Source: an optimization exercise on an open RTL-to-GDS flow (aim: small area, a short achievable clock period and few clock cycles). Production flows keep margins and buffers that such runs may drop.
In this exercise RTL edits were held to simulation tests only and were not proved equivalent to the original.
Power and IR drop assume default switching activity.

`design/flow/config.mk`:
```
export PLATFORM = sky130hd
export DESIGN_NAME = pipe_noDataHazards_cpu
export DESIGN_NICKNAME = pipe_noDataHazards_cpu
export VERILOG_FILES = /design/flow/design.v
export SDC_FILE = /design/flow/constraint.sdc
export NUM_CORES = 4
export LEC_CHECK = 0
export CAP_MARGIN = 20
export CELL_PAD_IN_SITES_DETAIL_PLACEMENT = 1
export CORE_MARGIN = 2
export CORE_UTILIZATION = 40
export CTS_CLUSTER_DIAMETER = 100
export CTS_CLUSTER_SIZE = 24
export PLACE_DENSITY = 0.6
export SETUP_SLACK_MARGIN = 5
export SLEW_MARGIN = 20
export SYNTH_HIERARCHICAL = 1
```
`design/flow/constraint.sdc`:
```
create_clock -name core_clock -period 8.0 [get_ports {clk}]
set_input_delay 1.6000 -clock core_clock [delete_from_list [all_inputs] [get_ports {clk}]]
set_output_delay 1.6000 -clock core_clock [all_outputs]
set_load 0.01 [all_outputs]
```
`design/flow/design.v`:
```
module ks_add32(input [31:0] a, input [31:0] b, output [31:0] s, output [31:0] ng, output [31:0] np);
	wire w65;
	wire w67;
	wire w69;
	wire w71;
	wire w73;
	wire w75;
	wire w77;
	wire w79;
	wire w81;
	wire w83;
	wire w85;
	wire w87;
	wire w89;
	wire w91;
	wire w93;
	wire w95;
	wire w97;
	wire w99;
	wire w101;
	wire w103;
	wire w105;
	wire w107;
	wire w109;
	wire w111;
	wire w113;
	wire w115;
	wire w117;
	wire w119;
	wire w121;
	wire w123;
	wire w125;
	wire w127;
	wire w129;
	wire w131;
	wire w133;
	wire w135;
	wire w137;
	wire w139;
	wire w141;
	wire w143;
	wire w145;
	wire w147;
	wire w149;
	wire w151;
	wire w153;
	wire w155;
	wire w157;
	wire w159;
	wire w161;
	wire w163;
	wire w165;
	wire w167;
	wire w169;
	wire w171;
	wire w173;
	wire w175;
	wire w177;
	wire w179;
	wire w181;
	wire w183;
	wire w185;
	wire w187;
	wire w189;
	wire w191;
	wire w193;
	wire w195;
	wire w197;
	wire w199;
	wire w201;
	wire w203;
	wire w205;
	wire w207;
	wire w209;
	wire w211;
	wire w213;
	wire w215;
	wire w217;
	wire w219;
	wire w221;
	wire w223;
	wire w225;
	wire w227;
	wire w229;
	wire w231;
	wire w233;
	wire w235;
	wire w237;
	wire w239;
	wire w241;
	wire w243;
	wire w245;
	wire w247;
	wire w249;
	wire w251;
	wire w253;
	wire w255;
	wire w257;
	wire w259;
	wire w261;
	wire w263;
	wire w265;
	wire w267;
	wire w269;
	wire w271;
	wire w273;
	wire w275;
	wire w277;
	wire w279;
	wire w281;
	wire w283;
	wire w285;
	wire w287;
	wire w289;
	wire w291;
	wire w293;
	wire w295;
	wire w297;
	wire w299;
	wire w301;
	wire w303;
	wire w305;
	wire w307;
	wire w309;
	wire w311;
	wire w313;
	wire w315;
	wire w317;
	wire w319;
	wire w321;
	wire w323;
	wire w325;
	wire w327;
	wire w329;
	wire w331;
	wire w333;
	wire w335;
	wire w337;
	wire w339;
	wire w341;
	wire w343;
	wire w345;
	wire w347;
	wire w349;
	wire w351;
	wire w353;
	wire w355;
	wire w357;
	wire w359;
	wire w361;
	wire w363;
	wire w365;
	wire w367;
	wire w369;
	wire w371;
	wire w373;
	wire w375;
	wire w377;
	wire w379;
	wire w381;
	wire w383;
	wire w385;
	wire w387;
	wire w389;
	wire w391;
	wire w393;
	wire w395;
	wire w397;
	wire w399;
	wire w401;
	wire w403;
	wire w405;
	wire w407;
	wire w409;
	wire w411;
	wire w413;
	wire w415;
	wire w417;
	wire w419;
	wire w421;
	wire w423;
	wire w425;
	wire w427;
	wire w429;
	wire w431;
	wire w433;
	wire w435;
	wire w437;
	wire w439;
	wire w441;
	wire w443;
	wire w445;
	wire w447;
	wire w449;
	wire w451;
	wire w453;
	wire w455;
	wire w457;
	wire w459;
	wire w461;
	wire w463;
	wire w465;
	wire w467;
	wire w469;
	wire w471;
	wire w473;
	wire w475;
	wire w477;
	wire w479;
	wire w481;
	wire w483;
	wire w485;
	wire w487;
	wire w489;
	wire w491;
	wire w493;
	wire w495;
	wire w497;
	wire w499;
	wire w501;
	wire w503;
	wire w505;
	wire w507;
	wire w509;
	wire w511;
	wire w513;
	wire w515;
	wire w517;
	wire w519;
	wire w521;
	wire w523;
	wire w525;
	wire w527;
	wire w529;
	wire w531;
	wire w533;
	wire w535;
	wire w537;
	ks_nand2 u1(.a(a[0]), .b(b[0]), .y(ng[0]));
	ks_xnor2 u2(.a(a[0]), .b(b[0]), .y(np[0]));
	ks_nand2 u3(.a(a[1]), .b(b[1]), .y(ng[1]));
	ks_xnor2 u4(.a(a[1]), .b(b[1]), .y(np[1]));
	ks_nand2 u5(.a(a[2]), .b(b[2]), .y(ng[2]));
	ks_xnor2 u6(.a(a[2]), .b(b[2]), .y(np[2]));
	ks_nand2 u7(.a(a[3]), .b(b[3]), .y(ng[3]));
	ks_xnor2 u8(.a(a[3]), .b(b[3]), .y(np[3]));
	ks_nand2 u9(.a(a[4]), .b(b[4]), .y(ng[4]));
	ks_xnor2 u10(.a(a[4]), .b(b[4]), .y(np[4]));
	ks_nand2 u11(.a(a[5]), .b(b[5]), .y(ng[5]));
	ks_xnor2 u12(.a(a[5]), .b(b[5]), .y(np[5]));
	ks_nand2 u13(.a(a[6]), .b(b[6]), .y(ng[6]));
	ks_xnor2 u14(.a(a[6]), .b(b[6]), .y(np[6]));
	ks_nand2 u15(.a(a[7]), .b(b[7]), .y(ng[7]));
	ks_xnor2 u16(.a(a[7]), .b(b[7]), .y(np[7]));
	ks_nand2 u17(.a(a[8]), .b(b[8]), .y(ng[8]));
	ks_xnor2 u18(.a(a[8]), .b(b[8]), .y(np[8]));
	ks_nand2 u19(.a(a[9]), .b(b[9]), .y(ng[9]));
	ks_xnor2 u20(.a(a[9]), .b(b[9]), .y(np[9]));
	ks_nand2 u21(.a(a[10]), .b(b[10]), .y(ng[10]));
	ks_xnor2 u22(.a(a[10]), .b(b[10]), .y(np[10]));
	ks_nand2 u23(.a(a[11]), .b(b[11]), .y(ng[11]));
	ks_xnor2 u24(.a(a[11]), .b(b[11]), .y(np[11]));
	ks_nand2 u25(.a(a[12]), .b(b[12]), .y(ng[12]));
	ks_xnor2 u26(.a(a[12]), .b(b[12]), .y(np[12]));
	ks_nand2 u27(.a(a[13]), .b(b[13]), .y(ng[13]));
	ks_xnor2 u28(.a(a[13]), .b(b[13]), .y(np[13]));
	ks_nand2 u29(.a(a[14]), .b(b[14]), .y(ng[14]));
	ks_xnor2 u30(.a(a[14]), .b(b[14]), .y(np[14]));
	ks_nand2 u31(.a(a[15]), .b(b[15]), .y(ng[15]));
	ks_xnor2 u32(.a(a[15]), .b(b[15]), .y(np[15]));
	ks_nand2 u33(.a(a[16]), .b(b[16]), .y(ng[16]));
	ks_xnor2 u34(.a(a[16]), .b(b[16]), .y(np[16]));
	ks_nand2 u35(.a(a[17]), .b(b[17]), .y(ng[17]));
	ks_xnor2 u36(.a(a[17]), .b(b[17]), .y(np[17]));
	ks_nand2 u37(.a(a[18]), .b(b[18]), .y(ng[18]));
	ks_xnor2 u38(.a(a[18]), .b(b[18]), .y(np[18]));
	ks_nand2 u39(.a(a[19]), .b(b[19]), .y(ng[19]));
	ks_xnor2 u40(.a(a[19]), .b(b[19]), .y(np[19]));
	ks_nand2 u41(.a(a[20]), .b(b[20]), .y(ng[20]));
	ks_xnor2 u42(.a(a[20]), .b(b[20]), .y(np[20]));
	ks_nand2 u43(.a(a[21]), .b(b[21]), .y(ng[21]));
	ks_xnor2 u44(.a(a[21]), .b(b[21]), .y(np[21]));
	ks_nand2 u45(.a(a[22]), .b(b[22]), .y(ng[22]));
	ks_xnor2 u46(.a(a[22]), .b(b[22]), .y(np[22]));
	ks_nand2 u47(.a(a[23]), .b(b[23]), .y(ng[23]));
	ks_xnor2 u48(.a(a[23]), .b(b[23]), .y(np[23]));
	ks_nand2 u49(.a(a[24]), .b(b[24]), .y(ng[24]));
	ks_xnor2 u50(.a(a[24]), .b(b[24]), .y(np[24]));
	ks_nand2 u51(.a(a[25]), .b(b[25]), .y(ng[25]));
	ks_xnor2 u52(.a(a[25]), .b(b[25]), .y(np[25]));
	ks_nand2 u53(.a(a[26]), .b(b[26]), .y(ng[26]));
	ks_xnor2 u54(.a(a[26]), .b(b[26]), .y(np[26]));
	ks_nand2 u55(.a(a[27]), .b(b[27]), .y(ng[27]));
	ks_xnor2 u56(.a(a[27]), .b(b[27]), .y(np[27]));
	ks_nand2 u57(.a(a[28]), .b(b[28]), .y(ng[28]));
	ks_xnor2 u58(.a(a[28]), .b(b[28]), .y(np[28]));
	ks_nand2 u59(.a(a[29]), .b(b[29]), .y(ng[29]));
	ks_xnor2 u60(.a(a[29]), .b(b[29]), .y(np[29]));
	ks_nand2 u61(.a(a[30]), .b(b[30]), .y(ng[30]));
	ks_xnor2 u62(.a(a[30]), .b(b[30]), .y(np[30]));
	ks_nand2 u63(.a(a[31]), .b(b[31]), .y(ng[31]));
	ks_xnor2 u64(.a(a[31]), .b(b[31]), .y(np[31]));
	ks_oai21 u66(.a1(np[31]), .a2(ng[30]), .b1(ng[31]), .y(w65));
	ks_nor2 u68(.a(np[31]), .b(np[30]), .y(w67));
	ks_oai21 u70(.a1(np[30]), .a2(ng[29]), .b1(ng[30]), .y(w69));
	ks_nor2 u72(.a(np[30]), .b(np[29]), .y(w71));
	ks_oai21 u74(.a1(np[29]), .a2(ng[28]), .b1(ng[29]), .y(w73));
	ks_nor2 u76(.a(np[29]), .b(np[28]), .y(w75));
	ks_oai21 u78(.a1(np[28]), .a2(ng[27]), .b1(ng[28]), .y(w77));
	ks_nor2 u80(.a(np[28]), .b(np[27]), .y(w79));
	ks_oai21 u82(.a1(np[27]), .a2(ng[26]), .b1(ng[27]), .y(w81));
	ks_nor2 u84(.a(np[27]), .b(np[26]), .y(w83));
	ks_oai21 u86(.a1(np[26]), .a2(ng[25]), .b1(ng[26]), .y(w85));
	ks_nor2 u88(.a(np[26]), .b(np[25]), .y(w87));
	ks_oai21 u90(.a1(np[25]), .a2(ng[24]), .b1(ng[25]), .y(w89));
	ks_nor2 u92(.a(np[25]), .b(np[24]), .y(w91));
	ks_oai21 u94(.a1(np[24]), .a2(ng[23]), .b1(ng[24]), .y(w93));
	ks_nor2 u96(.a(np[24]), .b(np[23]), .y(w95));
	ks_oai21 u98(.a1(np[23]), .a2(ng[22]), .b1(ng[23]), .y(w97));
	ks_nor2 u100(.a(np[23]), .b(np[22]), .y(w99));
	ks_oai21 u102(.a1(np[22]), .a2(ng[21]), .b1(ng[22]), .y(w101));
	ks_nor2 u104(.a(np[22]), .b(np[21]), .y(w103));
	ks_oai21 u106(.a1(np[21]), .a2(ng[20]), .b1(ng[21]), .y(w105));
	ks_nor2 u108(.a(np[21]), .b(np[20]), .y(w107));
	ks_oai21 u110(.a1(np[20]), .a2(ng[19]), .b1(ng[20]), .y(w109));
	ks_nor2 u112(.a(np[20]), .b(np[19]), .y(w111));
	ks_oai21 u114(.a1(np[19]), .a2(ng[18]), .b1(ng[19]), .y(w113));
	ks_nor2 u116(.a(np[19]), .b(np[18]), .y(w115));
	ks_oai21 u118(.a1(np[18]), .a2(ng[17]), .b1(ng[18]), .y(w117));
	ks_nor2 u120(.a(np[18]), .b(np[17]), .y(w119));
	ks_oai21 u122(.a1(np[17]), .a2(ng[16]), .b1(ng[17]), .y(w121));
	ks_nor2 u124(.a(np[17]), .b(np[16]), .y(w123));
	ks_oai21 u126(.a1(np[16]), .a2(ng[15]), .b1(ng[16]), .y(w125));
	ks_nor2 u128(.a(np[16]), .b(np[15]), .y(w127));
	ks_oai21 u130(.a1(np[15]), .a2(ng[14]), .b1(ng[15]), .y(w129));
	ks_nor2 u132(.a(np[15]), .b(np[14]), .y(w131));
	ks_oai21 u134(.a1(np[14]), .a2(ng[13]), .b1(ng[14]), .y(w133));
	ks_nor2 u136(.a(np[14]), .b(np[13]), .y(w135));
	ks_oai21 u138(.a1(np[13]), .a2(ng[12]), .b1(ng[13]), .y(w137));
	ks_nor2 u140(.a(np[13]), .b(np[12]), .y(w139));
	ks_oai21 u142(.a1(np[12]), .a2(ng[11]), .b1(ng[12]), .y(w141));
	ks_nor2 u144(.a(np[12]), .b(np[11]), .y(w143));
	ks_oai21 u146(.a1(np[11]), .a2(ng[10]), .b1(ng[11]), .y(w145));
	ks_nor2 u148(.a(np[11]), .b(np[10]), .y(w147));
	ks_oai21 u150(.a1(np[10]), .a2(ng[9]), .b1(ng[10]), .y(w149));
	ks_nor2 u152(.a(np[10]), .b(np[9]), .y(w151));
	ks_oai21 u154(.a1(np[9]), .a2(ng[8]), .b1(ng[9]), .y(w153));
	ks_nor2 u156(.a(np[9]), .b(np[8]), .y(w155));
	ks_oai21 u158(.a1(np[8]), .a2(ng[7]), .b1(ng[8]), .y(w157));
	ks_nor2 u160(.a(np[8]), .b(np[7]), .y(w159));
	ks_oai21 u162(.a1(np[7]), .a2(ng[6]), .b1(ng[7]), .y(w161));
	ks_nor2 u164(.a(np[7]), .b(np[6]), .y(w163));
	ks_oai21 u166(.a1(np[6]), .a2(ng[5]), .b1(ng[6]), .y(w165));
	ks_nor2 u168(.a(np[6]), .b(np[5]), .y(w167));
	ks_oai21 u170(.a1(np[5]), .a2(ng[4]), .b1(ng[5]), .y(w169));
	ks_nor2 u172(.a(np[5]), .b(np[4]), .y(w171));
	ks_oai21 u174(.a1(np[4]), .a2(ng[3]), .b1(ng[4]), .y(w173));
	ks_nor2 u176(.a(np[4]), .b(np[3]), .y(w175));
	ks_oai21 u178(.a1(np[3]), .a2(ng[2]), .b1(ng[3]), .y(w177));
	ks_nor2 u180(.a(np[3]), .b(np[2]), .y(w179));
	ks_oai21 u182(.a1(np[2]), .a2(ng[1]), .b1(ng[2]), .y(w181));
	ks_nor2 u184(.a(np[2]), .b(np[1]), .y(w183));
	ks_oai21 u186(.a1(np[1]), .a2(ng[0]), .b1(ng[1]), .y(w185));
	ks_aoi21 u188(.a1(w67), .a2(w73), .b1(w65), .y(w187));
	ks_nand2 u190(.a(w67), .b(w75), .y(w189));
	ks_aoi21 u192(.a1(w71), .a2(w77), .b1(w69), .y(w191));
	ks_nand2 u194(.a(w71), .b(w79), .y(w193));
	ks_aoi21 u196(.a1(w75), .a2(w81), .b1(w73), .y(w195));
	ks_nand2 u198(.a(w75), .b(w83), .y(w197));
	ks_aoi21 u200(.a1(w79), .a2(w85), .b1(w77), .y(w199));
	ks_nand2 u202(.a(w79), .b(w87), .y(w201));
	ks_aoi21 u204(.a1(w83), .a2(w89), .b1(w81), .y(w203));
	ks_nand2 u206(.a(w83), .b(w91), .y(w205));
	ks_aoi21 u208(.a1(w87), .a2(w93), .b1(w85), .y(w207));
	ks_nand2 u210(.a(w87), .b(w95), .y(w209));
	ks_aoi21 u212(.a1(w91), .a2(w97), .b1(w89), .y(w211));
	ks_nand2 u214(.a(w91), .b(w99), .y(w213));
	ks_aoi21 u216(.a1(w95), .a2(w101), .b1(w93), .y(w215));
	ks_nand2 u218(.a(w95), .b(w103), .y(w217));
	ks_aoi21 u220(.a1(w99), .a2(w105), .b1(w97), .y(w219));
	ks_nand2 u222(.a(w99), .b(w107), .y(w221));
	ks_aoi21 u224(.a1(w103), .a2(w109), .b1(w101), .y(w223));
	ks_nand2 u226(.a(w103), .b(w111), .y(w225));
	ks_aoi21 u228(.a1(w107), .a2(w113), .b1(w105), .y(w227));
	ks_nand2 u230(.a(w107), .b(w115), .y(w229));
	ks_aoi21 u232(.a1(w111), .a2(w117), .b1(w109), .y(w231));
	ks_nand2 u234(.a(w111), .b(w119), .y(w233));
	ks_aoi21 u236(.a1(w115), .a2(w121), .b1(w113), .y(w235));
	ks_nand2 u238(.a(w115), .b(w123), .y(w237));
	ks_aoi21 u240(.a1(w119), .a2(w125), .b1(w117), .y(w239));
	ks_nand2 u242(.a(w119), .b(w127), .y(w241));
	ks_aoi21 u244(.a1(w123), .a2(w129), .b1(w121), .y(w243));
	ks_nand2 u246(.a(w123), .b(w131), .y(w245));
	ks_aoi21 u248(.a1(w127), .a2(w133), .b1(w125), .y(w247));
	ks_nand2 u250(.a(w127), .b(w135), .y(w249));
	ks_aoi21 u252(.a1(w131), .a2(w137), .b1(w129), .y(w251));
	ks_nand2 u254(.a(w131), .b(w139), .y(w253));
	ks_aoi21 u256(.a1(w135), .a2(w141), .b1(w133), .y(w255));
	ks_nand2 u258(.a(w135), .b(w143), .y(w257));
	ks_aoi21 u260(.a1(w139), .a2(w145), .b1(w137), .y(w259));
	ks_nand2 u262(.a(w139), .b(w147), .y(w261));
	ks_aoi21 u264(.a1(w143), .a2(w149), .b1(w141), .y(w263));
	ks_nand2 u266(.a(w143), .b(w151), .y(w265));
	ks_aoi21 u268(.a1(w147), .a2(w153), .b1(w145), .y(w267));
	ks_nand2 u270(.a(w147), .b(w155), .y(w269));
	ks_aoi21 u272(.a1(w151), .a2(w157), .b1(w149), .y(w271));
	ks_nand2 u274(.a(w151), .b(w159), .y(w273));
	ks_aoi21 u276(.a1(w155), .a2(w161), .b1(w153), .y(w275));
	ks_nand2 u278(.a(w155), .b(w163), .y(w277));
	ks_aoi21 u280(.a1(w159), .a2(w165), .b1(w157), .y(w279));
	ks_nand2 u282(.a(w159), .b(w167), .y(w281));
	ks_aoi21 u284(.a1(w163), .a2(w169), .b1(w161), .y(w283));
	ks_nand2 u286(.a(w163), .b(w171), .y(w285));
	ks_aoi21 u288(.a1(w167), .a2(w173), .b1(w165), .y(w287));
	ks_nand2 u290(.a(w167), .b(w175), .y(w289));
	ks_aoi21 u292(.a1(w171), .a2(w177), .b1(w169), .y(w291));
	ks_nand2 u294(.a(w171), .b(w179), .y(w293));
	ks_aoi21 u296(.a1(w175), .a2(w181), .b1(w173), .y(w295));
	ks_nand2 u298(.a(w175), .b(w183), .y(w297));
	ks_aoi21 u300(.a1(w179), .a2(w185), .b1(w177), .y(w299));
	ks_inv u302(.a(ng[0]), .y(w301));
	ks_aoi21 u304(.a1(w183), .a2(w301), .b1(w181), .y(w303));
	ks_oai21 u306(.a1(w189), .a2(w203), .b1(w187), .y(w305));
	ks_nor2 u308(.a(w189), .b(w205), .y(w307));
	ks_oai21 u310(.a1(w193), .a2(w207), .b1(w191), .y(w309));
	ks_nor2 u312(.a(w193), .b(w209), .y(w311));
	ks_oai21 u314(.a1(w197), .a2(w211), .b1(w195), .y(w313));
	ks_nor2 u316(.a(w197), .b(w213), .y(w315));
	ks_oai21 u318(.a1(w201), .a2(w215), .b1(w199), .y(w317));
	ks_nor2 u320(.a(w201), .b(w217), .y(w319));
	ks_oai21 u322(.a1(w205), .a2(w219), .b1(w203), .y(w321));
	ks_nor2 u324(.a(w205), .b(w221), .y(w323));
	ks_oai21 u326(.a1(w209), .a2(w223), .b1(w207), .y(w325));
	ks_nor2 u328(.a(w209), .b(w225), .y(w327));
	ks_oai21 u330(.a1(w213), .a2(w227), .b1(w211), .y(w329));
	ks_nor2 u332(.a(w213), .b(w229), .y(w331));
	ks_oai21 u334(.a1(w217), .a2(w231), .b1(w215), .y(w333));
	ks_nor2 u336(.a(w217), .b(w233), .y(w335));
	ks_oai21 u338(.a1(w221), .a2(w235), .b1(w219), .y(w337));
	ks_nor2 u340(.a(w221), .b(w237), .y(w339));
	ks_oai21 u342(.a1(w225), .a2(w239), .b1(w223), .y(w341));
	ks_nor2 u344(.a(w225), .b(w241), .y(w343));
	ks_oai21 u346(.a1(w229), .a2(w243), .b1(w227), .y(w345));
	ks_nor2 u348(.a(w229), .b(w245), .y(w347));
	ks_oai21 u350(.a1(w233), .a2(w247), .b1(w231), .y(w349));
	ks_nor2 u352(.a(w233), .b(w249), .y(w351));
	ks_oai21 u354(.a1(w237), .a2(w251), .b1(w235), .y(w353));
	ks_nor2 u356(.a(w237), .b(w253), .y(w355));
	ks_oai21 u358(.a1(w241), .a2(w255), .b1(w239), .y(w357));
	ks_nor2 u360(.a(w241), .b(w257), .y(w359));
	ks_oai21 u362(.a1(w245), .a2(w259), .b1(w243), .y(w361));
	ks_nor2 u364(.a(w245), .b(w261), .y(w363));
	ks_oai21 u366(.a1(w249), .a2(w263), .b1(w247), .y(w365));
	ks_nor2 u368(.a(w249), .b(w265), .y(w367));
	ks_oai21 u370(.a1(w253), .a2(w267), .b1(w251), .y(w369));
	ks_nor2 u372(.a(w253), .b(w269), .y(w371));
	ks_oai21 u374(.a1(w257), .a2(w271), .b1(w255), .y(w373));
	ks_nor2 u376(.a(w257), .b(w273), .y(w375));
	ks_oai21 u378(.a1(w261), .a2(w275), .b1(w259), .y(w377));
	ks_nor2 u380(.a(w261), .b(w277), .y(w379));
	ks_oai21 u382(.a1(w265), .a2(w279), .b1(w263), .y(w381));
	ks_nor2 u384(.a(w265), .b(w281), .y(w383));
	ks_oai21 u386(.a1(w269), .a2(w283), .b1(w267), .y(w385));
	ks_nor2 u388(.a(w269), .b(w285), .y(w387));
	ks_oai21 u390(.a1(w273), .a2(w287), .b1(w271), .y(w389));
	ks_nor2 u392(.a(w273), .b(w289), .y(w391));
	ks_oai21 u394(.a1(w277), .a2(w291), .b1(w275), .y(w393));
	ks_nor2 u396(.a(w277), .b(w293), .y(w395));
	ks_oai21 u398(.a1(w281), .a2(w295), .b1(w279), .y(w397));
	ks_nor2 u400(.a(w281), .b(w297), .y(w399));
	ks_oai21 u402(.a1(w285), .a2(w299), .b1(w283), .y(w401));
	ks_oai21 u404(.a1(w289), .a2(w303), .b1(w287), .y(w403));
	ks_inv u406(.a(w185), .y(w405));
	ks_oai21 u408(.a1(w293), .a2(w405), .b1(w291), .y(w407));
	ks_oai21 u410(.a1(w297), .a2(ng[0]), .b1(w295), .y(w409));
	ks_aoi21 u412(.a1(w307), .a2(w337), .b1(w305), .y(w411));
	ks_nand2 u414(.a(w307), .b(w339), .y(w413));
	ks_aoi21 u416(.a1(w311), .a2(w341), .b1(w309), .y(w415));
	ks_nand2 u418(.a(w311), .b(w343), .y(w417));
	ks_aoi21 u420(.a1(w315), .a2(w345), .b1(w313), .y(w419));
	ks_nand2 u422(.a(w315), .b(w347), .y(w421));
	ks_aoi21 u424(.a1(w319), .a2(w349), .b1(w317), .y(w423));
	ks_nand2 u426(.a(w319), .b(w351), .y(w425));
	ks_aoi21 u428(.a1(w323), .a2(w353), .b1(w321), .y(w427));
	ks_nand2 u430(.a(w323), .b(w355), .y(w429));
	ks_aoi21 u432(.a1(w327), .a2(w357), .b1(w325), .y(w431));
	ks_nand2 u434(.a(w327), .b(w359), .y(w433));
	ks_aoi21 u436(.a1(w331), .a2(w361), .b1(w329), .y(w435));
	ks_nand2 u438(.a(w331), .b(w363), .y(w437));
	ks_aoi21 u440(.a1(w335), .a2(w365), .b1(w333), .y(w439));
	ks_nand2 u442(.a(w335), .b(w367), .y(w441));
	ks_aoi21 u444(.a1(w339), .a2(w369), .b1(w337), .y(w443));
	ks_nand2 u446(.a(w339), .b(w371), .y(w445));
	ks_aoi21 u448(.a1(w343), .a2(w373), .b1(w341), .y(w447));
	ks_nand2 u450(.a(w343), .b(w375), .y(w449));
	ks_aoi21 u452(.a1(w347), .a2(w377), .b1(w345), .y(w451));
	ks_nand2 u454(.a(w347), .b(w379), .y(w453));
	ks_aoi21 u456(.a1(w351), .a2(w381), .b1(w349), .y(w455));
	ks_nand2 u458(.a(w351), .b(w383), .y(w457));
	ks_aoi21 u460(.a1(w355), .a2(w385), .b1(w353), .y(w459));
	ks_nand2 u462(.a(w355), .b(w387), .y(w461));
	ks_aoi21 u464(.a1(w359), .a2(w389), .b1(w357), .y(w463));
	ks_nand2 u466(.a(w359), .b(w391), .y(w465));
	ks_aoi21 u468(.a1(w363), .a2(w393), .b1(w361), .y(w467));
	ks_nand2 u470(.a(w363), .b(w395), .y(w469));
	ks_aoi21 u472(.a1(w367), .a2(w397), .b1(w365), .y(w471));
	ks_nand2 u474(.a(w367), .b(w399), .y(w473));
	ks_aoi21 u476(.a1(w371), .a2(w401), .b1(w369), .y(w475));
	ks_aoi21 u478(.a1(w375), .a2(w403), .b1(w373), .y(w477));
	ks_aoi21 u480(.a1(w379), .a2(w407), .b1(w377), .y(w479));
	ks_aoi21 u482(.a1(w383), .a2(w409), .b1(w381), .y(w481));
	ks_inv u484(.a(w299), .y(w483));
	ks_aoi21 u486(.a1(w387), .a2(w483), .b1(w385), .y(w485));
	ks_inv u488(.a(w303), .y(w487));
	ks_aoi21 u490(.a1(w391), .a2(w487), .b1(w389), .y(w489));
	ks_aoi21 u492(.a1(w395), .a2(w185), .b1(w393), .y(w491));
	ks_inv u494(.a(ng[0]), .y(w493));
	ks_aoi21 u496(.a1(w399), .a2(w493), .b1(w397), .y(w495));
	ks_oai21 u498(.a1(w413), .a2(w475), .b1(w411), .y(w497));
	ks_oai21 u500(.a1(w417), .a2(w477), .b1(w415), .y(w499));
	ks_oai21 u502(.a1(w421), .a2(w479), .b1(w419), .y(w501));
	ks_oai21 u504(.a1(w425), .a2(w481), .b1(w423), .y(w503));
	ks_oai21 u506(.a1(w429), .a2(w485), .b1(w427), .y(w505));
	ks_oai21 u508(.a1(w433), .a2(w489), .b1(w431), .y(w507));
	ks_oai21 u510(.a1(w437), .a2(w491), .b1(w435), .y(w509));
	ks_oai21 u512(.a1(w441), .a2(w495), .b1(w439), .y(w511));
	ks_inv u514(.a(w401), .y(w513));
	ks_oai21 u516(.a1(w445), .a2(w513), .b1(w443), .y(w515));
	ks_inv u518(.a(w403), .y(w517));
	ks_oai21 u520(.a1(w449), .a2(w517), .b1(w447), .y(w519));
	ks_inv u522(.a(w407), .y(w521));
	ks_oai21 u524(.a1(w453), .a2(w521), .b1(w451), .y(w523));
	ks_inv u526(.a(w409), .y(w525));
	ks_oai21 u528(.a1(w457), .a2(w525), .b1(w455), .y(w527));
	ks_oai21 u530(.a1(w461), .a2(w299), .b1(w459), .y(w529));
	ks_oai21 u532(.a1(w465), .a2(w303), .b1(w463), .y(w531));
	ks_inv u534(.a(w185), .y(w533));
	ks_oai21 u536(.a1(w469), .a2(w533), .b1(w467), .y(w535));
	ks_oai21 u538(.a1(w473), .a2(ng[0]), .b1(w471), .y(w537));
	ks_inv u539(.a(np[0]), .y(s[0]));
	ks_xor2 u540(.a(np[1]), .b(ng[0]), .y(s[1]));
	ks_xnor2 u541(.a(np[2]), .b(w185), .y(s[2]));
	ks_xor2 u542(.a(np[3]), .b(w303), .y(s[3]));
	ks_xor2 u543(.a(np[4]), .b(w299), .y(s[4]));
	ks_xnor2 u544(.a(np[5]), .b(w409), .y(s[5]));
	ks_xnor2 u545(.a(np[6]), .b(w407), .y(s[6]));
	ks_xnor2 u546(.a(np[7]), .b(w403), .y(s[7]));
	ks_xnor2 u547(.a(np[8]), .b(w401), .y(s[8]));
	ks_xor2 u548(.a(np[9]), .b(w495), .y(s[9]));
	ks_xor2 u549(.a(np[10]), .b(w491), .y(s[10]));
	ks_xor2 u550(.a(np[11]), .b(w489), .y(s[11]));
	ks_xor2 u551(.a(np[12]), .b(w485), .y(s[12]));
	ks_xor2 u552(.a(np[13]), .b(w481), .y(s[13]));
	ks_xor2 u553(.a(np[14]), .b(w479), .y(s[14]));
	ks_xor2 u554(.a(np[15]), .b(w477), .y(s[15]));
	ks_xor2 u555(.a(np[16]), .b(w475), .y(s[16]));
	ks_xnor2 u556(.a(np[17]), .b(w537), .y(s[17]));
	ks_xnor2 u557(.a(np[18]), .b(w535), .y(s[18]));
	ks_xnor2 u558(.a(np[19]), .b(w531), .y(s[19]));
	ks_xnor2 u559(.a(np[20]), .b(w529), .y(s[20]));
	ks_xnor2 u560(.a(np[21]), .b(w527), .y(s[21]));
	ks_xnor2 u561(.a(np[22]), .b(w523), .y(s[22]));
	ks_xnor2 u562(.a(np[23]), .b(w519), .y(s[23]));
	ks_xnor2 u563(.a(np[24]), .b(w515), .y(s[24]));
	ks_xnor2 u564(.a(np[25]), .b(w511), .y(s[25]));
	ks_xnor2 u565(.a(np[26]), .b(w509), .y(s[26]));
	ks_xnor2 u566(.a(np[27]), .b(w507), .y(s[27]));
	ks_xnor2 u567(.a(np[28]), .b(w505), .y(s[28]));
	ks_xnor2 u568(.a(np[29]), .b(w503), .y(s[29]));
	ks_xnor2 u569(.a(np[30]), .b(w501), .y(s[30]));
	ks_xnor2 u570(.a(np[31]), .b(w499), .y(s[31]));
endmodule
module ks_nand2(input a, input b, output y);
	assign y = ~(a & b);
endmodule
module ks_nor2(input a, input b, output y);
	assign y = ~(a | b);
endmodule
module ks_xnor2(input a, input b, output y);
	assign y = ~(a ^ b);
endmodule
module ks_xor2(input a, input b, output y);
	assign y = a ^ b;
endmodule
module ks_inv(input a, output y);
	assign y = ~a;
endmodule
module ks_aoi21(input a1, input a2, input b1, output y);
	assign y = ~((a1 & a2) | b1);
endmodule
module ks_oai21(input a1, input a2, input b1, output y);
	assign y = ~((a1 | a2) & b1);
endmodule
module ks_nand3(input a, input b, input c, output y);
	assign y = ~(a & b & c);
endmodule
module ks_ornb(input a, input b, output y);
	assign y = a | ~b;
endmodule
module ks_and2(input a, input b, output y);
	assign y = a & b;
endmodule
`timescale 1ns / 1ps
module pipe_noDataHazards_cpu(clrn,clk,pc,inst,dmem_addr,dmem_wdata,dmem_we,dmem_rdata);
	input clrn,clk;
	output [31:0] pc;
	input [31:0] inst;
	output [31:0] dmem_addr,dmem_wdata;
	output dmem_we;
	input [31:0] dmem_rdata;
	reg [31:2] pcr;             
	reg pend;                   
	reg [31:2] ptgt;            
	reg id_v;                   
	reg [31:0] ir;              
	reg ex_we, ex_ld, ex_st, ex_beq, ex_bne, ex_j;
	reg [4:0] ex_wn;
	reg [31:0] ex_an;           
	reg [31:0] ex_b;            
	reg [31:0] ex_cn;           
	reg [4:0] ex_sa;
	reg ex_fa_r, ex_fa_s, ex_fa_o;   
	reg ex_fb_r, ex_fb_s, ex_fb_o;   
	reg ex_fc_r, ex_fc_s, ex_fc_o;   
	reg ex_add, ex_and, ex_or, ex_xor, ex_sh, ex_shl, ex_shr, ex_ari;
	reg m_ld, m_st, m_add;
	reg [3:0] m_wlo;            
	reg [7:0] m_whi;            
	reg [31:0] m_sum;           
	reg [31:0] m_oth;           
	reg [31:0] m_sd;
	wire stall;
	assign pc = {pcr, 2'b00};
	wire [31:2] pc_inc = pcr + 30'd1;
	always @(posedge clk or negedge clrn)
		if (!clrn) pcr <= 30'd0;
		else if (!stall) pcr <= pend ? ptgt : pc_inc;
	always @(posedge clk or negedge clrn)
		if (!clrn) id_v <= 1'b0;
		else if (!stall) id_v <= 1'b1;
	reg [3:0] id_alo, id_blo;
	reg [7:0] id_ahi, id_bhi;
	always @(posedge clk)
		if (!stall) begin
			ir <= inst;
			id_alo <= 4'd1 << inst[6:5];
			id_ahi <= 8'd1 << inst[9:7];
			id_blo <= 4'd1 << inst[1:0];
			id_bhi <= 8'd1 << inst[4:2];
		end
	wire [11:0] op12 = ir[31:20];
	wire [5:0]  op6  = ir[31:26];
	wire [4:0]  rs = ir[9:5], rt = ir[4:0], rd = ir[14:10];
	wire [15:0] imm = ir[25:10];
	wire d_add  = op12 == 12'h001;
	wire d_and  = op12 == 12'h041;
	wire d_or   = op12 == 12'h042;
	wire d_xor  = op12 == 12'h044;
	wire d_sra  = op12 == 12'h081;
	wire d_srl  = op12 == 12'h082;
	wire d_sll  = op12 == 12'h083;
	wire d_addi = op6 == 6'b000101;
	wire d_andi = op6 == 6'b001001;
	wire d_ori  = op6 == 6'b001010;
	wire d_xori = op6 == 6'b001100;
	wire d_ld   = op6 == 6'b001101;
	wire d_st   = op6 == 6'b001110;
	wire d_beq  = op6 == 6'b001111;
	wire d_bne  = op6 == 6'b010000;
	wire d_j    = op6 == 6'b010010;
	wire d_rr   = d_add | d_and | d_or | d_xor;
	wire d_shf  = d_sra | d_srl | d_sll;
	wire d_imm  = d_addi | d_andi | d_ori | d_xori | d_ld;
	wire d_bb   = d_beq | d_bne;
	wire use_rs = d_rr | d_imm | d_st | d_bb;
	wire use_rt = d_rr | d_shf | d_st | d_bb;
	wire [4:0] wn = (d_rr | d_shf) ? rd : rt;
	wire d_we   = (d_rr | d_shf | d_imm) & (wn != 5'd0);
	assign stall = ex_ld & ((use_rs & (ex_wn == rs)) | (use_rt & (ex_wn == rt)));
	wire go = id_v & ~stall;
	wire [31:0] wdata = m_ld ? dmem_rdata : m_add ? m_sum : m_oth;
	reg [31:1] rv;
	always @(posedge clk or negedge clrn)
		if (!clrn) rv <= 31'd0;
		else rv <= rv | ewr;
	reg byp_a, byp_b;
	wire byp_a_id = ex_we & (ex_wn == rs);
	wire byp_b_id = ex_we & (ex_wn == rt);
	wire byp_a_if = ex_we & (ex_wn == inst[9:5]);
	wire byp_b_if = ex_we & (ex_wn == inst[4:0]);
	always @(posedge clk) begin
		byp_a <= stall ? byp_a_id : byp_a_if;
		byp_b <= stall ? byp_b_id : byp_b_if;
	end
	wire [31:0] sel_a, sel_b;
	wire [31:0] qa_t, qb_t;      
	wire [31:0] qa_n = byp_a ? ~wdata : qa_t;
	wire [31:0] qb_n = byp_b ? ~wdata : qb_t;
	assign sel_a[0] = 1'b0;
	assign sel_b[0] = 1'b0;
	wire [31:0] rfx [0:31];
	wire [3:0] wlo = m_wlo;
	wire [7:0] whi = m_whi;
	wire [31:1] ewr;
	assign rfx[0] = 32'd0;
	genvar g, b;
	generate
		for (g = 1; g < 32; g = g + 1) begin : R
			reg [31:0] q;
			wire e, en;
			ks_and2  we_a(.a(wlo[g % 4]), .b(whi[g / 4]), .y(e));
			ks_nand2 we_n(.a(wlo[g % 4]), .b(whi[g / 4]), .y(en));
			wire [31:0] nx;
			for (b = 0; b < 32; b = b + 1) begin : H
				rf_hold h(.e(e), .en(en), .d(wdata[b]), .q(q[b]), .y(nx[b]));
			end
			always @(posedge clk) q <= nx;
			assign rfx[g] = q;
			assign ewr[g] = e;
			assign sel_a[g] = id_alo[g % 4] & id_ahi[g / 4] & rv[g];
			assign sel_b[g] = id_blo[g % 4] & id_bhi[g / 4] & rv[g];
		end
		for (b = 0; b < 32; b = b + 1) begin : C
			wire [31:0] x;
			for (g = 0; g < 32; g = g + 1) begin : X
				assign x[g] = rfx[g][b];
			end
			rf_read31 ra(.x(x[31:1]), .s(sel_a[31:1]), .y(qa_t[b]));
			rf_read31 rb(.x(x[31:1]), .s(sel_b[31:1]), .y(qb_t[b]));
		end
	endgenerate
	wire [31:0] bsum, bsum_ng, bsum_np;
	ks_add32 badd(.a({2'b00, pcr}), .b({{16{imm[15]}}, imm}), .s(bsum), .ng(bsum_ng), .np(bsum_np));
	wire [31:2] btgt = bsum[29:0];
	wire [31:2] jtgt = {pcr[31:28], ir[25:0]};
	wire b_imm = d_imm | d_st;
	wire [31:0] immx = {{16{imm[15] & (d_addi | d_ld | d_st)}}, imm};
	wire em_a = ex_we & (ex_wn == rs);
	wire em_b = ex_we & (ex_wn == rt);
	wire ex_isadd = ex_add;
	always @(posedge clk or negedge clrn)
		if (!clrn) begin
			ex_we <= 1'b0; ex_ld <= 1'b0; ex_st <= 1'b0;
			ex_beq <= 1'b0; ex_bne <= 1'b0; ex_j <= 1'b0;
		end else begin
			ex_we  <= go & d_we;
			ex_ld  <= go & d_ld & (wn != 5'd0);
			ex_st  <= go & d_st;
			ex_beq <= go & d_beq;
			ex_bne <= go & d_bne;
			ex_j   <= go & d_j;
		end
	always @(posedge clk)
		if (id_v & (d_bb | d_j)) ptgt <= d_j ? jtgt : btgt;
	always @(posedge clk) begin
		ex_wn  <= wn;
		ex_an  <= qa_n;
		ex_b   <= b_imm ? immx : ~qb_n;
		ex_cn  <= qb_n;
		ex_sa  <= ir[19:15];
		ex_fa_s <= em_a & ex_isadd;
		ex_fa_o <= em_a & ~ex_isadd;
		ex_fa_r <= ~em_a;
		ex_fb_s <= ~b_imm & em_b & ex_isadd;
		ex_fb_o <= ~b_imm & em_b & ~ex_isadd;
		ex_fb_r <= b_imm | ~em_b;
		ex_fc_s <= em_b & ex_isadd;
		ex_fc_o <= em_b & ~ex_isadd;
		ex_fc_r <= ~em_b;
		ex_add <= d_add | d_addi | d_ld | d_st;
		ex_and <= d_and | d_andi;
		ex_or  <= d_or | d_ori;
		ex_xor <= d_xor | d_xori;
		ex_sh  <= d_shf;
		ex_shl <= d_sll;
		ex_shr <= d_sra | d_srl;
		ex_ari <= d_sra;
	end
	wire [31:0] opa, opb;
	genvar fi;
	generate
		for (fi = 0; fi < 32; fi = fi + 1) begin : F
			wire a0, a1, a2, b0, b1, b2;
			ks_ornb   ua0(.a(ex_an[fi]), .b(ex_fa_r), .y(a0));
			ks_nand2  ua1(.a(ex_fa_s), .b(m_sum[fi]), .y(a1));
			ks_nand2  ua2(.a(ex_fa_o), .b(m_oth[fi]), .y(a2));
			ks_nand3  ua3(.a(a0), .b(a1), .c(a2), .y(opa[fi]));
			ks_nand2  ub0(.a(ex_fb_r), .b(ex_b[fi]), .y(b0));
			ks_nand2  ub1(.a(ex_fb_s), .b(m_sum[fi]), .y(b1));
			ks_nand2  ub2(.a(ex_fb_o), .b(m_oth[fi]), .y(b2));
			ks_nand3  ub3(.a(b0), .b(b1), .c(b2), .y(opb[fi]));
		end
	endgenerate
	wire [31:0] sdat = ({32{ex_fc_r}} & ~ex_cn) | ({32{ex_fc_s}} & m_sum) | ({32{ex_fc_o}} & m_oth);
	wire [31:0] sum, ng, np;
	ks_add32 adder(.a(opa), .b(opb), .s(sum), .ng(ng), .np(np));
	wire [4:0] sa = ex_sa;
	wire fill = ex_ari & opb[31];
	function [31:0] shstep;
		input [31:0] x;
		input h, l, r, f;
		input integer n;
		integer j;
		begin
			for (j = 0; j < 32; j = j + 1)
				shstep[j] = (h & x[j]) | (l & ((j >= n) ? x[j-n] : 1'b0))
				          | (r & ((j + n < 32) ? x[j+n] : f));
		end
	endfunction
	wire [31:0] s1 = shstep(opb, ~sa[0], ex_shl & sa[0], ex_shr & sa[0], fill, 1);
	wire [31:0] s2 = shstep(s1,  ~sa[1], ex_shl & sa[1], ex_shr & sa[1], fill, 2);
	wire [31:0] s3 = shstep(s2,  ~sa[2], ex_shl & sa[2], ex_shr & sa[2], fill, 4);
	wire [31:0] s4 = shstep(s3,  ~sa[3], ex_shl & sa[3], ex_shr & sa[3], fill, 8);
	wire [31:0] s5 = shstep(s4,  ~sa[4], ex_shl & sa[4], ex_shr & sa[4], fill, 16);
	wire [31:0] oth = ({32{ex_and}} & ~ng) |
	                  ({32{ex_or}} & ~(ng & np)) | ({32{ex_xor}} & ~np) |
	                  ({32{ex_sh}} & s5);
	wire eq = &np;
	wire taken = ex_j | (ex_beq & eq) | (ex_bne & ~eq);
	always @(posedge clk or negedge clrn)
		if (!clrn) pend <= 1'b0;
		else if (taken) pend <= 1'b1;
		else if (!stall) pend <= 1'b0;
	always @(posedge clk or negedge clrn)
		if (!clrn) begin
			m_wlo <= 4'd0; m_ld <= 1'b0; m_st <= 1'b0;
		end else begin
			m_wlo <= {4{ex_we}} & (4'd1 << ex_wn[1:0]);
			m_ld <= ex_ld; m_st <= ex_st;
		end
	always @(posedge clk) begin
		m_whi <= 8'd1 << ex_wn[4:2];
		m_add <= ex_add;
		m_sum <= sum;
		m_oth <= oth;
		m_sd  <= sdat;
	end
	assign dmem_addr  = m_sum;
	assign dmem_wdata = m_sd;
	assign dmem_we    = m_st;
endmodule
module rf_hold(input e, input en, input d, input q, output y);
	assign y = (e & d) | (en & q);
endmodule
module rf_read31(input [31:1] x, input [31:1] s, output y);
	wire [10:0] t;
	wire n0, n1, n2;
	genvar i;
	generate
		for (i = 0; i < 10; i = i + 1) begin : A
			rf_ao222n u(.a0(x[3*i+1]), .s0(s[3*i+1]), .a1(x[3*i+2]), .s1(s[3*i+2]), .a2(x[3*i+3]), .s2(s[3*i+3]), .y(t[i]));
		end
	endgenerate
	rf_nand2 u10(.a(x[31]), .b(s[31]), .y(t[10]));
	rf_nand4 v0(.a(t[0]), .b(t[1]), .c(t[2]), .d(t[3]), .y(n0));
	rf_nand4 v1(.a(t[4]), .b(t[5]), .c(t[6]), .d(t[7]), .y(n1));
	rf_nand3 v2(.a(t[8]), .b(t[9]), .c(t[10]), .y(n2));
	rf_nor3 w(.a(n0), .b(n1), .c(n2), .y(y));
endmodule
module rf_ao222n(input a0, input s0, input a1, input s1, input a2, input s2, output y);
	assign y = ~((a0 & s0) | (a1 & s1) | (a2 & s2));
endmodule
module rf_nand2(input a, input b, output y);
	assign y = ~(a & b);
endmodule
module rf_nand4(input a, input b, input c, input d, output y);
	assign y = ~(a & b & c & d);
endmodule
module rf_nand3(input a, input b, input c, output y);
	assign y = ~(a & b & c);
endmodule
module rf_nor3(input a, input b, input c, output y);
	assign y = ~(a | b | c);
endmodule
```
`design/flow/run.sh`:
```
#!/bin/bash
# synth_recipe.tcl (not shown) runs the flow's synth.tcl, then flattens the netlist and writes it again
# the make line also repeats each setting of config.mk as NAME=value (left out here)
make -C /OpenROAD-flow-scripts/flow DESIGN_CONFIG=/design/flow/config.mk WORK_HOME=/design/flow/orfs CLKGATE_MAP_FILE= SYNTH_SCRIPT=/design/flow/synth_recipe.tcl finish
```
==> results.txt <==
## Pwr
• 0.546 — Seq pwr share
• 0.319 — proportion of power drawn by the clock network
• 13.3 mW — Total Power
• 0.135 — fraction of power consumed by combinational cells
• 0.283 — switch share
• 24.9 nW — Leakage
• 190 mW/mm2 — total power density per cell area
• 3.78 mW — switching power of the nets
• 0.000140 V — peak supply drop
• 9.55 mW — Internal Power

## GRT
• 445000 um — global-route wire length before repair
• 0.558 — Global Route met2 Usage
• 0.394 — Global Route Usage Sum
• 0.498 — grt met1 use
• met2 — busiest grt layer
• 10 — antenna violations before repair
• 0.160 — Global Route met3 Usage
• 0 — global route total overflow
• 61900 — via count of the first global-routing pass
• 78 — pin count of the biggest net entering global routing

## STA
• 0 — Max Slew Vio Count
• 0 — count of endpoints failing setup in the final report
• yes — unrepaired setup endpoints after global routing
• 0.309 GHz — highest achievable clock rate
• 1.19 ns — worst-margin pin slew
• 0.404 — final clock period utilization by the worst path
• 0.0562 ns — Worst Clk Skew
• 3.23 ns — final critical path time including I/O delays and setup
• 0 — final number of hold-violating endpoints
• 0 ns — sum of negative setup slack
• 0.184 — headroom to the max-slew limit

## Floorplan
• 393 um — die height
• 163 — # IOs
• 393 um — overall die width
• 0.150 mm2 — Core ar.
• 142 — std cell rows
• 0.403 — effective utilization at floorplan
• 0.155 mm2 — overall die area

## CTS
• 1383 — number of sinks driven by the clock tree
• 70 — Num CTS Buffers
• 3 — H-tree depth
• 3 — deepest clock path buffer count
• 0.76 ns — clock insertion delay at the later pin of the skew report
• 0 — hold buffer count at CTS
• 0.10 ns — clock-pin slew on the worst setup and hold paths
• yes — clock tree from TritonCTS
• sky130_fd_sc_hd__clkbuf_16 — cell at the root of the clock tree

## Layout
• 16500 — count of filler cells inserted in the layout
• 8329 — non-filler instance count after layout
• 0.155 — fraction of final layout cells sized beyond drive strength 1
• 0.0291 mm2 — Reg area
• 0.0323 mm2 — Multi-input gate area
• 15.7% — Layout Area Growth over Synthesis
• 6352 — final net count

## Place
• 160 — Buffers on Ports
• 185000 um — sum of net half-perimeters after detailed placement
• 0.969 — Final GP Congestion
• 8131 — post-placement cell count

## Setup path
• 8.56 ns — required time reported for the critical path endpoint
• 4.77 ns — r2r setup slk
• register — startpoint class of the critical path
• register — CP endpoint kind
• reg2reg — category of the critical setup timing path
• 13 — top fanout value on the critical path
• id_bhi[3] — worst reg2reg path startpoint
• ex_b[27] — crit path capture
• 9 — path depth of the worst reg2reg path
• ex_b[27] — Worst R2R End
• id_bhi[3] — critical path launch point
• 3.79 ns — signal arrival time at the worst endpoint

## Route
• 7.57 — post-DR vias/cell
• 0 — DRC viols
• 63100 — via count
• 11600 — DRC marker count from the first detailed-route iteration
• 0 — antenna viol nets, final
• 38.3 um — detail-routed net length per standard cell
• 14 — First-pass DRT Iterations
• 319000 um — sum of routed wire length over all layers

## Synthesis
• 10.2 um2 — average size of a mapped cell
• 0.0606 mm2 — cell area after synthesis
• 5931 — gate count after technology mapping
• 7 — Yosys warning total

## Worst hold path
• reg2reg — type of the worst min-delay path

## Run status
• no timing/DRC/antenna violations — outcome

## Flow run
• 0 — number of maximum-capacitance violations

area by class of cell:
class | count | area share
Antenna cell | 4 | 0.000143
Clock buffer | 84 | 0.0264
Clock inverter | 12 | 0.00298
Inverter | 57 | 0.00325
Multi-Input combinational cell | 4345 | 0.460
Sequential cell | 1383 | 0.415
Tap cell | 2016 | 0.0360
Timing Repair Buffer | 428 | 0.0561
critical path, stage by stage (launching register included):
cell and delay [ns]:
sky130_fd_sc_hd__edfxtp_1 0.49, sky130_fd_sc_hd__buf_4 0.18, sky130_fd_sc_hd__and3_1 0.24, sky130_fd_sc_hd__buf_6 0.19, sky130_fd_sc_hd__a222oi_1 0.35, sky130_fd_sc_hd__nand4_1 0.63, sky130_fd_sc_hd__nor3_4 0.48, sky130_fd_sc_hd__nor2_2 0.10
sky130_fd_sc_hd__a21oi_2 0.26, sky130_fd_sc_hd__o21ai_0 0.11
placed cells by master (no fill, tap or decap), drive strengths merged, types with 13 or more instances in the layout:
master         instances
dfxtp               1222
xnor2                111
and2                  40
a22o                 993
a31oi                 27
xor2                  32
nand2                546
clkbuf                98
nor2b                 28
o221ai                23
o22a                  18
a211oi                41
edfxtp                86
nand3                165
nand2b                45
nor2                 325
o21ai                324
mux2                  34
nand4                146
a222oi               640
mux2i                 36
or2                   39
a311oi                13
nor3                 102
dlygate4sd2           30
clkdlybuf4s15         20
a22oi                 42
and3                  78
o22ai                 46
clkdlybuf4s50         64
dfrtp                 75
buf                  300
o31ai                 14
inv                   61
a21oi                292
flip-flops by register name, summed over array words and instances, names as in the netlist, 30 cells and up:
register	flops
m_sum	32
m_oth	32
ex_b	32
ex_cn	32
rv	31
pcr	30
m_sd	32
ir	32
ptgt	30
ex_an	32
R.q	992
repair_timing:
item                                    CTS  global route
setup buffers                            55            25
cloned                                    1             4
endpoints found under the setup margin  312           199
pin swaps                                23            55
gates resized for setup                 428           175
per-layer routing:
metal	share of wire	up-vias	routed length, um
met5	0.0013	-	402
met4	0.070	16	22500
met3	0.15	1333	48400
met2	0.41	5057	130000
met1	0.37	31400	118000
li1	-	25300	-
per-stage QoR:
stage | instance area (um2) | worst slack (ns) | utilization | hold slack (ns)
finish | 70100 | 4.77 | 0.467 | 0.370
global route | 70100 | 4.84 | 0.467 | 0.372
CTS | 68900 | 4.89 | 0.459 | 0.366
detailed placement | 65900 | 4.48 | 0.439 | 0.343
global placement | 65700 | 4.50 | 0.438 | 0.343
floorplan | 60600 | 5.00 | - | 0.331
worst min path at each step:
| stage | from | endpoint | depth (start not counted) |
|---|---|---|---|
| after detailed placement | ex_st | m_st | 0 |
| after global routing | ex_st | m_st | 0 |
| after CTS | ex_st | m_st | 0 |
| after floorplan | ex_st | m_st | 0 |
| final | ex_st | m_st | 0 |
| after global placement | ex_st | m_st | 0 |
power by group through the flow:
| stage | Combinational, mW | Clock [mW] | Sequential, mW |
|---|---|---|---|
| 3_5_place_dp | 1.52 | 0 | 7.53 |
| 6_report | 1.79 | 4.25 | 7.28 |
| 3_3_place_gp | 1.48 | 0 | 7.52 |
| 2_1_floorplan | 0.988 | 0 | 7.45 |
| 4_1_cts | 1.71 | 4.23 | 7.28 |
| 5_1_grt | 1.91 | 4.47 | 7.29 |
Testbench counts, summed over its fixed seeds: cycles 49,672.

separate check: timing with driven ports:
No port has a modelled driver above. Below, the same layout with a new extraction and two added sets of constraints. Step 1: set_driving_cell puts a clkbuf_16 on clk and a buf_2 on each other input, an assumption about the parent block. Step 2 times the ports against the registers' clock, not the clock port: input delays grow and output delays shrink by t, the midpoint of the rising clock arrivals with the driver on. Three values: ideal ports, drivers, drivers and shift; two values: the first two.
shift t [ns]: 0.809
setup slack, ns: 4.768 / 4.768 / 4.560
hold WS [ns]: 0.370 / 0.370 / 0.370
slew at the worst register clock pin (ns): 0.11 / 0.11
worst data-port slew with drivers (ns): 0.10
After both steps this run still meets setup and hold. The setup slack of this run moves by 0.000 ns with the drivers and by -0.208 ns with both steps.
